Background: an optimization exercise with open tools, aiming at small area, a short achievable clock period and few clock cycles per item. Do not read the settings as production practice.
No functional check of the RTL was part of any run shown here.
Power is estimated from default activity; no workload was simulated.

==> flow/design.v, too long to show whole: its modules and the start of the top module <==
// module cnm_top: 1368 lines
// module cnm_fa: 4 lines
// module cnm_ha: 4 lines
// module cnm_hn: 4 lines
module cnm_top (
    input  logic               clk,
    input  logic               rst,
    input  logic               in_valid,
    input  logic signed [7:0]  rea,
    input  logic signed [7:0]  ima,
    input  logic signed [7:0]  req,
    input  logic signed [7:0]  imq,
    output logic               out_valid,
    output logic signed [15:0] rep,
    output logic signed [15:0] imp
);
  // ...
==> flow/run.sh <==
#!/bin/bash
# synth_recipe.tcl (not shown) runs the flow's synth.tcl, then flattens the netlist and writes it again
# the make line also repeats each setting of config.mk as NAME=value (left out here)
make -C /OpenROAD-flow-scripts/flow DESIGN_CONFIG=/design/flow/config.mk WORK_HOME=/design/flow/orfs CLKGATE_MAP_FILE= SYNTH_SCRIPT=/design/flow/synth_recipe.tcl finish
==> flow/config.mk <==
export PLATFORM = sky130hd
export DESIGN_NAME = cnm_top
export DESIGN_NICKNAME = cnm_top
export VERILOG_FILES = /design/flow/design.v
export SDC_FILE = /design/flow/constraint.sdc
export NUM_CORES = 4
export LEC_CHECK = 0
export CAP_MARGIN = 20
export CORE_MARGIN = 2
export CORE_UTILIZATION = 40
export SETUP_SLACK_MARGIN = 3.0
export SLEW_MARGIN = 20
export SYNTH_HIERARCHICAL = 1
==> flow/constraint.sdc <==
create_clock -name core_clock -period 7.0 [get_ports {clk}]
set_input_delay 1.4000 -clock core_clock [delete_from_list [all_inputs] [get_ports {clk}]]
set_output_delay 1.4000 -clock core_clock [all_outputs]
set_load 0.01 [all_outputs]
==> impl_metrics.tcl, run 1 <==
set metrics [dict create \
    min_path_cells 1 \
    synth_top_family_by_area "adder cells" \
    drive_above_1_share 0.0560 \
    outcome "no timing/DRC/antenna violations" \
    grtUsageMet3 0.0305 \
    r2r_end "rep_q389$_DFF_P_" \
    p_comb_w 0.00254 \
    p_int_w 0.00229 \
    multi_input_area_share 0.650 \
    ioPinCount 68 \
    max_freq_mhz 248 \
    ir_worst_vdd_v 0.000198 \
    worstSetupPathType "reg2out" \
    yosys.area.top_type_share 0.468 \
    antenna_cells 0 \
    drtIter0Drc 204 \
    synth_edf_count 0 \
    cts-root-buf "clkbuf_16" \
    min_to "vld[1]$_SDFF_PP0_" \
    power.total_w 0.00382 \
    layout_min_cycle_time_ns 4.02 \
    design.seq.count 92 \
    yosysSeqAreaShare 0.210 \
    layout_setup_ws_ns 2.98 \
    seqPwrFrac 0.214 \
    async_flop_share 0 \
    cts_resized 26 \
    clkbuf_count 9 \
    worstPathMaxFanout 2 \
    rsz0062_at_grt "yes" \
    timing.hold.ws_ns 0.443 \
    drv_slew 0 \
    top_power_group "combinational logic" \
    yosysTopAreaCell "fa_1" \
    cts_tree "built" \
]
==> run 2: changes to the inputs <==
--- a/flow/config.mk
+++ b/flow/config.mk
@@ -8,6 +8,6 @@
 export CAP_MARGIN = 20
 export CORE_MARGIN = 2
 export CORE_UTILIZATION = 40
-export SETUP_SLACK_MARGIN = 3.0
+export SETUP_SLACK_MARGIN = 3.4
 export SLEW_MARGIN = 20
 export SYNTH_HIERARCHICAL = 1
==> run 2 against run 1 <==
Effect of this change:
- first-iteration DRC count decreased by 7.4%
- largest cell class unchanged
- maximum frequency is 1.8% higher
- largest power group unchanged
- die area unchanged
- final cell count rose by 1.2%
- synthesized cell count is the same
- sequential power about the same
- still clean
- clock skew fell by 0.0015 ns
- core utilization is 0.93 points higher
- global-route usage up 0.18 points
- power grew 3.1%
==> impl_metrics.tcl, run 2 <==
set metrics [dict create \
    synth-seq-cells 92 \
    drive_above_1_share 0.121 \
    ir_worst_vdd_v 0.000194 \
    yosys.area.top_type_share 0.468 \
    skew_ns 0.00874 \
    cts_sinks 92 \
    synthXorXnorAreaFrac 0.0200 \
    slowest_delay_ns 0.39 \
    synth_warnings 7 \
    h-tree-depth 3 \
    vias_per_cell 4.85 \
    max_freq_mhz 253 \
    yosysSeqAreaShare 0.210 \
    cp-start-kind "register" \
    final_antenna_net_count 0 \
    std_cell_rows 54 \
    min_path_cells 1 \
    cp_top_family "adder cells" \
    clkLatencyLatePin_ns 0.36 \
    dr.pass1.iters 4 \
    power.density_mw_per_mm2 385 \
    async_flop_share 0 \
    grt.total_usage 0.177 \
    area_delta_synth_final_pct 16.6 \
    crit_required_ns 5.60 \
    grt_pass1_wl_mm 32.2 \
    grt-ovfl-total 0 \
    antenna_cells 0 \
    port_buffers 67 \
    drv_slew 0 \
    yosys-mux-area-fraction 0 \
    timing.hold.ws_ns 0.443 \
    synth_compound_area_frac 0.0317 \
    rsz0062_at_grt "yes" \
    worst-slew-pin-transition_ns 0.619 \
    post-route-util 0.472 \
    hold_violations 0 \
    outcome "no timing/DRC/antenna violations" \
    initial_core_util 0.405 \
    drtIter0Drc 189 \
    maxSlewHeadroom 0.587 \
    layout_min_cycle_time_ns 3.95 \
    yosysTopAreaCell "fa_1" \
    critical_path_depth 9 \
    routedWlPerCell_um 16.5 \
    drcViolationCount 0 \
    setup_violations 0 \
    fin_crit_sh 0.565 \
    die-area_mm2 0.0231 \
    ioPinCount 68 \
    setup_tns_ns 0 \
    rr_worst_depth 8 \
    yosys-top-cells-area "fa_1 (47%), dfxtp_1 (21%), nand2_1 (7.2%)" \
    cts_tree "built" \
    cts-root-buf "clkbuf_16" \
    routed_wl_mm 18.9 \
    vias 5579 \
    synth_top_family_by_area "adder cells" \
    synth_simple_gate_area_share 0.152 \
    cpMostUsedCell "fa_2" \
    avgSynthCellArea_um2 10.9 \
    worstPathMaxFanout 2 \
    clkTransAtPathRegs_ns 0.07 \
    die_w_um 152 \
    grt_pass1_vias 6265 \
    synth.most_common_cell "fa_1" \
    final_cell_mix "fa_1 (201), nand2_1 (169), and2_1 (91)" \
    grt_max_degree 18 \
    die_y_um 152 \
    layout_commonest_cell "fa_1" \
    syn_inst 805 \
    crit_slowest_cell "fa_2" \
    critPathBufInv 2 \
    core-area_mm2 0.0217 \
    min_path_type "reg2reg" \
    crit_chain "fa_2 -> inv_2 -> fa_2 -> nor2b_4 -> o31a_1 -> or2_1 -> a221o_1 -> xnor2_1 -> buf_2" \
    synth_fa_ha_area_frac 0.531 \
    clockBufferDepth 2 \
    end_kind "primary output" \
    synthFlopType "dfxtp_1" \
    cap_violations 0 \
    syn_nets 1089 \
    routabilityCongestion 0.801 \
    p_leak_nw 4.34 \
    dp.final_hpwl_mm 13.2 \
    synth_common_cells "fa_1 (205), nand2_1 (169), dfxtp_1 (92), and2_1 (91), inv_1 (81)" \
    worstSetupPathType "reg2out" \
    fin_nets 1150 \
    cts_buffers 9 \
    synth_edf_count 0 \
    antenna_found_initial 0 \
    synth.distinct_cells 28 \
    power.total_w 0.00394 \
    cp.arrival_ns 2.55 \
    netlist_area_mm2 0.00877 \
]
[run 2: cell counts after synthesis]
Identical to the previous run, type by type.
[run 2: final cells by class]
type                            count  area [µm²]
Fill cell                        2014       11500
Timing Repair Buffer               91         810
Inverter                           81         304
Sequential cell                    92        1900
Clock inverter                      7        57.6
Clock buffer                        9         225
Multi-Input combinational cell    591        6580
Tap cell                          280         350
[run 2: power breakdown]
part	switching (W)	leakage, nW	internal [W]	total (W)
clock network	0.000220	0.141	0.000246	0.000466
registers	0.000101	0.778	0.000717	0.000818
logic	0.00130	3.43	0.00135	0.00265
[run 2: kinds of logic after synthesis]
| group | count (synthesis) |
|---|---|
| AOI/OAI and AO/OA | 40 |
| buffers and inverters | 122 |
| xor gates and xnor gates | 20 |
| DFF | 92 |
| adders and majority gates | 249 |
| and+or+nand+nor | 282 |
[run 2: metal layers]
layer / track usage / up-vias / wire length (µm) / part of all wire
li1: - / 2544 / - / -
met1: 0.236 / 2866 / 7890 / 0.42
met2: 0.301 / 149 / 9770 / 0.52
met3: 0.0305 / 20 / 993 / 0.052
met4: 0.0481 / 0 / 276 / 0.015
met5: 0 / - / 0 / 0
[run 2: repair_timing]
item                       4_1_cts  5_1_grt
setup buffers                   11        9
pin swaps                       14       19
hold buffers                     0        0
setup endpoints to repair       30       31
gates resized for setup        100       35
[run 2: metrics by stage]
| step | std cells | setup WS, ns | area [µm²] |
|---|---|---|---|
| 2_1_floorplan | 805 | 3.50 | 8770 |
| 3_3_place_gp | 1115 | 2.94 | 9640 |
| 3_5_place_dp | 1115 | 2.93 | 9640 |
| 4_1_cts | 1142 | 3.01 | 10000 |
| 5_1_grt | 1151 | 2.92 | 10200 |
| 6_report | 1151 | 3.05 | 10200 |
[run 2: per-module statistics from Yosys, one instance, submodules excluded]
module	cell area, µm²	copies in the design	cells
cnm_fa	20.0	201	1
cnm_ha	12.5	7	1
cnm_hn	27.5	15	5
cnm_top	4250	1	522
[run 2: path summary, 6_finish.rpt]
kind	to	start	slack (ns)
hold reg to reg	vld[1]$_SDFF_PP0_	vld[0]$_SDFF_PP0_	0.44
setup reg to reg	rep_q391$_DFF_P_	ima_r[2]$_DFF_P_	3.50
hold / removal	vld[1]$_SDFF_PP0_	vld[0]$_SDFF_PP0_	0.44
setup / recovery	imp[12]	imp_q759$_DFF_P_	3.05

==> port drivers added, routing unchanged <==
The results above use ideal ports. As a check the final layouts listed here were re-extracted and re-timed, cells and wires unchanged.
Step 1 sets driving cells, clkbuf_16 on the clock port and buf_2 on the other inputs (assumed; they add their load-dependent delay and slew).
Step 2 times the ports against the registers' clock, not the clock port: input delays grow and output delays shrink by t, the midpoint of the rising clock arrivals with the driver on.
Three values: no drivers, after step 1, after step 2; two values: the first two.
| run | shift t [ns] | slack for setup (ns) | worst data-port slew with drivers (ns) |
|---|---|---|---|
| run 1 | 0.404 | 2.975 / 2.929 / 3.209 | 0.04 |
| run 2 | 0.404 | 3.048 / 3.001 / 3.406 | 0.04 |
After both steps setup and hold are still met in every run listed.
